This design comes from an exercise in tuning for small area on the open sky130 flow, not from production work. The RTL was checked by simulation tests, not by an equivalence proof against the original design. The clock port is modelled as an ideal driver, which makes a skipped or thinned clock tree look cheaper than it is; a real chip needs a root buffer or a tree. Power figures rest on the tool's default switching activity, not on a simulated workload.

==> job 254 <==
==> flow/design.v <==
module gGMUX_BKeys (
	input	[2:0]	LVDS_IG_A_DATA	,
	input	[2:0]	LVDS_IG_B_DATA	,
	input	LVDS_IG_A_CLK			,
	input	LVDS_IG_BKL_ON			,
	input	LVDS_IG_PANEL_PWR		,
	output	[2:0]	LVDS_A_DATA		,
	output	[2:0]	LVDS_B_DATA		,
	output	LVDS_A_CLK				,
	output	LVDS_B_CLK				,
	output	LCD_BKLT_EN				,
	output	LCD_PWR_EN				,
	output	LCD_BKLT_PWM			,
	output	P3V3GPU_EN				,
	output	P1V5FB1V8GPU_R_EN		,
	output	P1V0GPU_EN				,
	output	GPUVCORE_EN				,
	output	EG_RESET_L				,
	output	LVDS_DDC_SEL_IG			,
	output	LVDS_DDC_SEL_EG 		,
	output  DP_MUX_EN				,
	output  DP_MUX_SEL_EG			,
	output  GMUX_INT				,
	input  LPC_CLK33M_GMUX 			,
	input  PLT_RESET_L				,
	input  GMUX_RESET_L
);
	assign LVDS_A_DATA[2:0] = LVDS_IG_A_DATA[2:0];
	assign LVDS_B_DATA[2:0] = LVDS_IG_B_DATA[2:0];
	assign LVDS_A_CLK	= LVDS_IG_A_CLK;
	assign LVDS_B_CLK	= LVDS_IG_A_CLK;
	assign LCD_BKLT_EN	= LVDS_IG_BKL_ON;
	assign LCD_PWR_EN	= LVDS_IG_PANEL_PWR;
	assign P3V3GPU_EN			= 0;
	assign P1V5FB1V8GPU_R_EN	= 0;
	assign P1V0GPU_EN			= 0;
	assign GPUVCORE_EN			= 0;
	assign EG_RESET_L			= 0;
	assign LVDS_DDC_SEL_IG		= 1;
	assign LVDS_DDC_SEL_EG		= 0;
	assign DP_MUX_EN 			= 1;
	assign DP_MUX_SEL_EG		= 0;
	assign GMUX_INT				= 1;
	wire clk = LPC_CLK33M_GMUX;
	wire rst = !PLT_RESET_L;
	wire line = GMUX_RESET_L;
	function [16:0] inc17(input [16:0] x);
		integer i;
		reg c;
		begin
			c = 1'b1;
			for (i = 0; i < 17; i = i + 1) begin
				inc17[i] = x[i] ^ c;
				c = c & x[i];
			end
		end
	endfunction
	reg line_d;
	always @(posedge clk) line_d <= line;
	wire edge_ev = line ^ line_d;
	localparam [16:0] CNT_Z  = 17'h0aaaa;
	localparam [16:0] CNT_S  = 17'h1eeef;
	localparam [16:0] CNT_MS = 17'h026e4;
	localparam [16:0] CNT_C  = 17'h155ab;
	localparam [16:0] CNT_MC = 17'h19ffe;
	reg [16:0] cnt;
	reg        idle;
	wire close  = !line & !line_d & (((cnt ^ CNT_C) & CNT_MC) == 17'd0);
	wire sample = !edge_ev & !idle & (((cnt ^ CNT_S) & CNT_MS) == 17'd0);
	wire cnt_force = rst | edge_ev | close;
	always @(posedge clk) begin
		cnt[16:1] <= cnt_force ? CNT_Z[16:1] : ~cnt[15:0];
		cnt[0]    <= rst ? 1'b0 : edge_ev ? 1'b1 : close ? 1'b0 : cnt[16] ^ cnt[13];
		if (rst)
			idle <= 1'b1;
		else if (edge_ev)
			idle <= 1'b0;
		else if (sample)
			idle <= 1'b1;
	end
	reg [3:0] bitn;
	reg [3:0] run;
	reg       fb0, fb1;
	wire bit_ok = (bitn == 4'd0 || bitn == 4'd1) ? 1'b1 :
	              (bitn == 4'd13) ? !line_d : line_d;
	wire full = (run == 4'd14);
	wire key_up = full & fb0 & !fb1;
	wire key_dn = full & !fb0 & fb1;
	always @(posedge clk) begin
		if (rst || close) begin
			bitn <= 4'd0;
			run  <= 4'd1;
			fb0  <= 1'b0;
			fb1  <= 1'b0;
		end else if (sample) begin
			bitn <= (bitn == 4'd13) ? 4'd0 : inc17({13'd0, bitn});
			run  <= !bit_ok ? 4'd0 : full ? run : inc17({13'd0, run});
			if (bitn == 4'd0) fb0 <= line_d;
			if (bitn == 4'd1) fb1 <= line_d;
		end
	end
	reg [1:0] lkp;
	reg [2:0] nfc;
	always @(posedge clk) begin
		if (rst)
			lkp <= 2'b00;
		else if (close) begin
			if (key_up) lkp[0] <= 1'b1;
			else if (key_dn) lkp[1] <= 1'b1;
			else if (nfc[2]) lkp <= 2'b00;
		end
	end
	always @(posedge clk) begin
		if (close) begin
			if (key_up || key_dn || nfc[2]) nfc <= 3'd0;
			else nfc <= inc17({14'd0, nfc});
		end
	end
	localparam [22:0] PRE_R = 23'h2aaaaa;
	localparam [22:0] PRE_E = 23'h554aa5;
	localparam [22:0] PRE_M = ~23'h058001;
	reg [22:0] pre;
	wire tick = ((pre ^ PRE_E) & PRE_M) == 23'd0;
	wire pre_force = rst | tick;
	always @(posedge clk) begin
		pre[22:1] <= pre_force ? PRE_R[22:1] : ~pre[21:0];
		pre[0]    <= rst ? 1'b0 : tick ? 1'b1 : pre[22] ^ pre[17];
	end
	reg [4:0] level;
	always @(posedge clk) begin
		if (rst) level <= 5'd11;
		else if (tick) begin
			if (lkp[0] && !level[4]) level <= inc17({12'd0, level});
			else if (lkp[1] && level != 5'd0) level <= ~inc17({12'd0, ~level});
		end
	end
	wire [16:0] duty =
		level[4]     ? 17'd127013 :
		(level[3:0] == 4'd0) ? 17'd0 :
		(level[3:0] == 4'd1) ? 17'd2854 :
		(level[3:0] == 4'd2) ? 17'd4281 :
		(level[3:0] == 4'd3) ? 17'd5708 :
		(level[3:0] == 4'd4) ? 17'd8563 :
		(level[3:0] == 4'd5) ? 17'd11417 :
		(level[3:0] == 4'd6) ? 17'd15698 :
		(level[3:0] == 4'd7) ? 17'd19980 :
		(level[3:0] == 4'd8) ? 17'd25688 :
		(level[3:0] == 4'd9) ? 17'd34251 :
		(level[3:0] == 4'd10) ? 17'd41386 :
		(level[3:0] == 4'd11) ? 17'd49949 :
		(level[3:0] == 4'd12) ? 17'd59939 :
		(level[3:0] == 4'd13) ? 17'd72783 :
		(level[3:0] == 4'd14) ? 17'd87054 :
		                17'd105606;
	reg [16:0] pwm_cnt;
	always @(posedge clk) begin
		if (rst) pwm_cnt <= 17'd0;
		else pwm_cnt <= inc17(pwm_cnt);
	end
	wire [16:0] ge;
	assign ge[0] = pwm_cnt[0] | ~duty[0];
	genvar gi;
	generate
		for (gi = 1; gi < 17; gi = gi + 1) begin : g_cmp
			assign ge[gi] = (pwm_cnt[gi] & ~duty[gi]) | (pwm_cnt[gi] & ge[gi-1]) | (~duty[gi] & ge[gi-1]);
		end
	endgenerate
	assign LCD_BKLT_PWM = ~ge[16];
endmodule
==> flow/flow/run.sh <==
#!/bin/bash
# Own layout flow: the standard flow (standard.sh) with three changes,
# all through ORFS's own variables:
#  - synthesis maps the logic with an area-oriented ABC script
#    (flow/abc_area.script in place of abc_speed.script) and leaves adders
#    to ABC too (ADDER_MAP_FILE empty); registers are mapped as before;
#  - clock tree: one clock buffer drives all register clock pins
#    (flow/manual_cts.tcl in place of clock_tree_synthesis in cts.tcl);
#  - constant outputs share one tie cell per value (SKIP_REPAIR_TIE_FANOUT)
#    and ports are buffered with buf_1 (BUFFER_PORTS_ARGS);
#  - everything else is ORFS's scripts unchanged.
set -euo pipefail
W=$(pwd)
S="$W/scripts"
rm -rf "$S"
mkdir -p "$S"
for f in "$FLOW_HOME"/scripts/*; do ln -s "$f" "$S"/; done
rm -f "$S/abc_speed.script" "$S/cts.tcl"
cp "$W/flow/abc_area.script" "$S/abc_speed.script"
cp "$W/flow/manual_cts.tcl" "$S/manual_cts.tcl"
sed 's|^log_cmd clock_tree_synthesis {\*}\$cts_args$|source $::env(SCRIPTS_DIR)/manual_cts.tcl\nmanual_cts|' \
  "$FLOW_HOME/scripts/cts.tcl" > "$S/cts.tcl"
grep -q '^manual_cts$' "$S/cts.tcl"
export MANUAL_CTS_BUF=sky130_fd_sc_hd__buf_6
export MANUAL_CTS_GROUPS=4
bash "$W/standard.sh" SCRIPTS_DIR="$S" ADDER_MAP_FILE= SKIP_REPAIR_TIE_FANOUT=1 \
  BUFFER_PORTS_ARGS="-buffer_cell sky130_fd_sc_hd__buf_1" finish > "$W/flow_make.log" 2>&1
==> flow/flow/abc_area.script <==
&get -n
&st
&dch -f
&nf -a
&put
strash
dch -f
amap
strash
dch -f
amap
topo
==> flow/flow/manual_cts.tcl <==
# Clock distribution for a small design: the register clock pins are split
# into MANUAL_CTS_GROUPS groups of nearly equal size by location
# (balanced k-means); one clock buffer
# (MANUAL_CTS_BUF) at the centre of each group drives its clock pins, and
# the clock port drives only these buffers.  Used by cts.tcl in place of
# clock_tree_synthesis (see run.sh).
proc manual_cts {} {
  set block [ord::get_db_block]
  set db [ord::get_db]
  set master [$db findMaster $::env(MANUAL_CTS_BUF)]
  set k $::env(MANUAL_CTS_GROUPS)
  set src [lindex [get_property [lindex [all_clocks] 0] sources] 0]
  set bterm [$block findBTerm [get_full_name $src]]
  set clk [$bterm getNet]
  set sinks [$clk getITerms]
  set pts {}
  foreach it $sinks {
    set loc [[$it getInst] getLocation]
    lappend pts [list [lindex $loc 0] [lindex $loc 1]]
  }
  set n [llength $pts]
  if {$k > $n} { set k $n }
  # k-means, seeded with sinks spread along the sorted x order
  set order [lsort -integer -index 0 $pts]
  set cs {}
  for {set j 0} {$j < $k} {incr j} {
    lappend cs [lindex $order [expr {int(($j + 0.5) * $n / $k)}]]
  }
  # balanced k-means: each group takes at most cap pins; pins that lose
  # most by not getting their nearest centre choose first
  set cap [expr {($n + $k - 1) / $k}]
  set assign {}
  for {set iter 0} {$iter < 30} {incr iter} {
    set rows {}
    set i 0
    foreach p $pts {
      set ds {}
      for {set j 0} {$j < $k} {incr j} {
        set c [lindex $cs $j]
        lappend ds [list $j [expr {abs([lindex $p 0] - [lindex $c 0]) + abs([lindex $p 1] - [lindex $c 1])}]]
      }
      set ds [lsort -integer -index 1 $ds]
      set regret [expr {[lindex $ds end 1] - [lindex $ds 0 1]}]
      lappend rows [list $i $regret $ds]
      incr i
    }
    set rows [lsort -integer -decreasing -index 1 $rows]
    set used {}
    for {set j 0} {$j < $k} {incr j} { lappend used 0 }
    set assign [lrepeat $n 0]
    foreach r $rows {
      foreach d [lindex $r 2] {
        set j [lindex $d 0]
        if {[lindex $used $j] < $cap} {
          lset used $j [expr {[lindex $used $j] + 1}]
          lset assign [lindex $r 0] $j
          break
        }
      }
    }
    set ncs {}
    for {set j 0} {$j < $k} {incr j} {
      set sx 0; set sy 0; set m 0
      foreach p $pts a $assign {
        if {$a == $j} { incr sx [lindex $p 0]; incr sy [lindex $p 1]; incr m }
      }
      if {$m == 0} { lappend ncs [lindex $cs $j] } else { lappend ncs [list [expr {$sx / $m}] [expr {$sy / $m}]] }
    }
    if {$ncs eq $cs} { break }
    set cs $ncs
  }
  set bufs {}
  for {set j 0} {$j < $k} {incr j} {
    set nn [odb::dbNet_create $block "clknet_${j}_[$clk getName]"]
    $nn setSigType CLOCK
    set inst [odb::dbInst_create $block $master "clkbuf_${j}_[$clk getName]"]
    lappend bufs [list $inst $nn]
  }
  foreach it $sinks a $assign {
    $it disconnect
    $it connect [lindex [lindex $bufs $a] 1]
  }
  for {set j 0} {$j < $k} {incr j} {
    set inst [lindex [lindex $bufs $j] 0]
    [$inst findITerm A] connect $clk
    [$inst findITerm X] connect [lindex [lindex $bufs $j] 1]
    set c [lindex $cs $j]
    $inst setLocation [lindex $c 0] [lindex $c 1]
    $inst setPlacementStatus PLACED
    puts "manual_cts: [$inst getName] drives [llength [[lindex [lindex $bufs $j] 1] getITerms]] pins"
  }
  set_propagated_clock [all_clocks]
}
==> flow/standard.sh <==
#!/bin/bash
# synth_recipe.tcl (not shown) runs the flow's synth.tcl, then flattens the netlist and writes it again
# the make line also repeats each setting of config.mk as NAME=value (left out here)
make -C /OpenROAD-flow-scripts/flow DESIGN_CONFIG=/design/flow/config.mk WORK_HOME=/design/flow/orfs CLKGATE_MAP_FILE= SYNTH_SCRIPT=/design/flow/synth_recipe.tcl "${@:-finish}"
==> flow/config.mk <==
export PLATFORM = sky130hd
export DESIGN_NAME = gGMUX_BKeys
export DESIGN_NICKNAME = gGMUX_BKeys
export VERILOG_FILES = /design/flow/design.v
export SDC_FILE = /design/flow/constraint.sdc
export NUM_CORES = 4
export LEC_CHECK = 0
export CAP_MARGIN = 20
export CORE_MARGIN = 2
export CORE_UTILIZATION = 70
export PLACE_DENSITY = 0.85
export SLEW_MARGIN = 20
==> flow/constraint.sdc <==
create_clock -name core_clock -period 10.0 [get_ports {LPC_CLK33M_GMUX}]
set_input_delay 2.0000 -clock core_clock [delete_from_list [all_inputs] [get_ports {LPC_CLK33M_GMUX}]]
set_output_delay 2.0000 -clock core_clock [all_outputs]
set_load 0.01 [all_outputs]
==> inputs of job 5085, as changes to job 254 <==
==> flow/design.v, changed modules only <==
module gGMUX_BKeys (
	input	[2:0]	LVDS_IG_A_DATA	,
	input	[2:0]	LVDS_IG_B_DATA	,
	input	LVDS_IG_A_CLK			,
	input	LVDS_IG_BKL_ON			,
	input	LVDS_IG_PANEL_PWR		,
	output	[2:0]	LVDS_A_DATA		,
	output	[2:0]	LVDS_B_DATA		,
	output	LVDS_A_CLK				,
	output	LVDS_B_CLK				,
	output	LCD_BKLT_EN				,
	output	LCD_PWR_EN				,
	output	LCD_BKLT_PWM			,
	output	P3V3GPU_EN				,
	output	P1V5FB1V8GPU_R_EN		,
	output	P1V0GPU_EN				,
	output	GPUVCORE_EN				,
	output	EG_RESET_L				,
	output	LVDS_DDC_SEL_IG			,
	output	LVDS_DDC_SEL_EG 		,
	output  DP_MUX_EN				,
	output  DP_MUX_SEL_EG			,
	output  GMUX_INT				,
	input  LPC_CLK33M_GMUX 			,
	input  PLT_RESET_L				,
	input  GMUX_RESET_L
);
	assign LVDS_A_DATA[2:0] = LVDS_IG_A_DATA[2:0];
	assign LVDS_B_DATA[2:0] = LVDS_IG_B_DATA[2:0];
	assign LVDS_A_CLK	= LVDS_IG_A_CLK;
	assign LVDS_B_CLK	= LVDS_IG_A_CLK;
	assign LCD_BKLT_EN	= LVDS_IG_BKL_ON;
	assign LCD_PWR_EN	= LVDS_IG_PANEL_PWR;
	assign P3V3GPU_EN			= 0;
	assign P1V5FB1V8GPU_R_EN	= 0;
	assign P1V0GPU_EN			= 0;
	assign GPUVCORE_EN			= 0;
	assign EG_RESET_L			= 0;
	assign LVDS_DDC_SEL_IG		= 1;
	assign LVDS_DDC_SEL_EG		= 0;
	assign DP_MUX_EN 			= 1;
	assign DP_MUX_SEL_EG		= 0;
	assign GMUX_INT				= 1;
	wire clk = LPC_CLK33M_GMUX;
	wire rst = !PLT_RESET_L;
	wire line = GMUX_RESET_L;
	reg line_d;
	always @(posedge clk) line_d <= line;
	wire edge_ev = line ^ line_d;
	localparam [16:0] CNT_Z  = 17'h0aaaa;
	localparam [16:0] CNT_S  = 17'h1eeef;
	localparam [16:0] CNT_MS = 17'h026e4;
	localparam [16:0] CNT_C  = 17'h155ab;
	localparam [16:0] CNT_MC = 17'h19ffe;
	reg [16:0] cnt;
	reg        idle;
	wire close  = !line & !line_d & (((cnt ^ CNT_C) & CNT_MC) == 17'd0);
	wire sample = !edge_ev & !idle & (((cnt ^ CNT_S) & CNT_MS) == 17'd0);
	wire cnt_force = rst | edge_ev | close;
	always @(posedge clk) begin
		cnt[16:1] <= cnt_force ? CNT_Z[16:1] : ~cnt[15:0];
		cnt[0]    <= rst ? 1'b0 : edge_ev ? 1'b1 : close ? 1'b0 : cnt[16] ^ cnt[13];
		if (rst)
			idle <= 1'b1;
		else if (edge_ev)
			idle <= 1'b0;
		else if (sample)
			idle <= 1'b1;
	end
	reg [3:0] bitn;
	reg [3:0] run;
	reg       fb0, fb1;
	wire bit_ok = (bitn == 4'd0 || bitn == 4'd1) ? 1'b1 :
	              (bitn == 4'd13) ? !line_d : line_d;
	wire full = (run == 4'd14);
	wire key_up = full & fb0 & !fb1;
	wire key_dn = full & !fb0 & fb1;
	always @(posedge clk) begin
		if (rst || close) begin
			bitn <= 4'd0;
			run  <= 4'd1;
			fb0  <= 1'b0;
			fb1  <= 1'b0;
		end else if (sample) begin
			bitn <= (bitn == 4'd13) ? 4'd0 : bitn + 4'd1;
			run  <= !bit_ok ? 4'd0 : full ? run : run + 4'd1;
			if (bitn == 4'd0) fb0 <= line_d;
			if (bitn == 4'd1) fb1 <= line_d;
		end
	end
	reg [1:0] lkp;
	reg [2:0] nfc;
	always @(posedge clk) begin
		if (rst)
			lkp <= 2'b00;
		else if (close) begin
			if (key_up) lkp[0] <= 1'b1;
			else if (key_dn) lkp[1] <= 1'b1;
			else if (nfc[2]) lkp <= 2'b00;
		end
	end
	always @(posedge clk) begin
		if (close) begin
			if (key_up || key_dn || nfc[2]) nfc <= 3'd0;
			else nfc <= nfc + 3'd1;
		end
	end
	localparam [22:0] PRE_R = 23'h2aaaaa;
	localparam [22:0] PRE_E = 23'h554aa5;
	localparam [22:0] PRE_M = ~23'h058001;
	reg [22:0] pre;
	wire tick = ((pre ^ PRE_E) & PRE_M) == 23'd0;
	wire pre_force = rst | tick;
	always @(posedge clk) begin
		pre[22:1] <= pre_force ? PRE_R[22:1] : ~pre[21:0];
		pre[0]    <= rst ? 1'b0 : tick ? 1'b1 : pre[22] ^ pre[17];
	end
	reg [4:0] level;
	always @(posedge clk) begin
		if (rst) level <= 5'd11;
		else if (tick) begin
			if (lkp[0] && !level[4]) level <= level + 5'd1;
			else if (lkp[1] && level != 5'd0) level <= level - 5'd1;
		end
	end
	wire [16:0] duty =
		level[4]     ? 17'd127013 :
		(level[3:0] == 4'd0) ? 17'd0 :
		(level[3:0] == 4'd1) ? 17'd2854 :
		(level[3:0] == 4'd2) ? 17'd4281 :
		(level[3:0] == 4'd3) ? 17'd5708 :
		(level[3:0] == 4'd4) ? 17'd8563 :
		(level[3:0] == 4'd5) ? 17'd11417 :
		(level[3:0] == 4'd6) ? 17'd15698 :
		(level[3:0] == 4'd7) ? 17'd19980 :
		(level[3:0] == 4'd8) ? 17'd25688 :
		(level[3:0] == 4'd9) ? 17'd34251 :
		(level[3:0] == 4'd10) ? 17'd41386 :
		(level[3:0] == 4'd11) ? 17'd49949 :
		(level[3:0] == 4'd12) ? 17'd59939 :
		(level[3:0] == 4'd13) ? 17'd72783 :
		(level[3:0] == 4'd14) ? 17'd87054 :
		                17'd105606;
	reg [16:0] pwm_cnt;
	always @(posedge clk) begin
		if (rst) pwm_cnt <= 17'd0;
		else pwm_cnt <= pwm_cnt + 17'd1;
	end
	assign LCD_BKLT_PWM = (pwm_cnt < duty);
endmodule
==> flow/run.sh (new file) <==
#!/bin/bash
# synth_recipe.tcl (not shown) runs the flow's synth.tcl, then flattens the netlist and writes it again
# the make line also repeats each setting of config.mk as NAME=value (left out here)
make -C /OpenROAD-flow-scripts/flow DESIGN_CONFIG=/design/flow/config.mk WORK_HOME=/design/flow/orfs CLKGATE_MAP_FILE= SYNTH_SCRIPT=/design/flow/synth_recipe.tcl finish
Settings changed: CORE_UTILIZATION 70 to 40, CTS_CLUSTER_DIAMETER set to 200, CTS_CLUSTER_SIZE set to 50, PLACE_DENSITY 0.85 to unset.
removed: flow/flow/run.sh
removed: flow/flow/abc_area.script
removed: flow/flow/manual_cts.tcl
removed: flow/standard.sh
==> notes <==
- Between job 5085 and job 254, the lower worst setup slack is in job 254 (gap 0.15 ns).
- Final cell count: job 5085 is larger than job 254 (about 28%).
- Of job 254 and job 5085, job 5085 has the higher register-to-register slack (gap 0.31 ns).
- Of job 254 and job 5085, job 254 has the higher utilization (gap 30 points).
- Of job 254 and job 5085, job 5085 has the higher total power (gap about 24%, measured against job 5085).
- In job 254 the routed wire length is smaller than in job 5085, by about 20%.
- In job 5085 the clock power is higher than in job 254, by about 130%.
- In job 5085 the hold slack is lower than in job 254, by 0.034 ns.
- Sequential power is about the same in job 254 and job 5085.
==> figures <==
| metric | job 5085 | job 254 |
|---|---|---|
| Register share of total power | 55.8% | 73.2% |
| Crit path top cell by count | sky130_fd_sc_hd__a21o_1 | sky130_fd_sc_hd__nor2_1 |
| Maximum vdd drop | 0.0000957 V | 0.000155 V |
| Met1 layer usage reported by global route | 19.4% | 30.3% |
| Routed length on met3 | 229 um | 264 um |
| Place WS | 4.87 ns | 4.61 ns |
| Xor and xnor area share after synthesis | 5.30% | 0% |
| Max transition margin | 40.0% | 36.4% |
| Detailed-router iteration count before antenna repair | 4 | 5 |
| Finished Cell Area | 0.00417 mm2 | 0.00323 mm2 |
| Met3 Track Usage GR | 2.45% | 1.81% |
| Post-layout power | 0.578 mW | 0.439 mW |
| Multi-input gate share of total cell area | 50.8% | 42.4% |
| Power Combinational | 0.0154 mW | 0.0128 mW |
| Multi-input logic cell count | 330 | 272 |
| Floorplan die area | 0.0107 mm2 | 0.00521 mm2 |
| Arrival time of the worst setup path | 3.53 ns | 3.68 ns |
| Run status | finished clean | finished clean |
| Number of buffer and inverter stages on the critical path | 1 | 3 |
| Wire length of the first global-routing pass | 12900 um | 10200 um |
The clock cells of job 254 come from the design's own scripts or RTL, not from TritonCTS.

## separate check: timing with driven ports
The flow's constraints put no driver on any port. The routed layouts listed below were extracted and timed again, unchanged, in two steps.
Step 1, drivers: a clkbuf_16 drives LPC_CLK33M_GMUX and a buf_2 each remaining input, both assumed.
Step 2, shift: input delay + t, output delay - t, t = (earliest + latest rising clock arrival at the registers) / 2. This alone moves slack from input paths to output paths.
Three values: ideal, step 1, step 2; two values: the first two.
| run | t (ns) | setup slack, ns | hold WS [ns] | clock arrival spread, ns |
|---|---|---|---|---|
| job 254 | 0.199 | 4.315 / 4.257 / 4.455 | 0.401 / 0.401 / 0.401 | 0.004 / 0.005 |
| job 5085 | 0.377 | 4.466 / 4.436 / 4.813 | 0.367 / 0.367 / 0.367 | 0.012 / 0.012 |
After both steps every run listed still meets setup and hold.
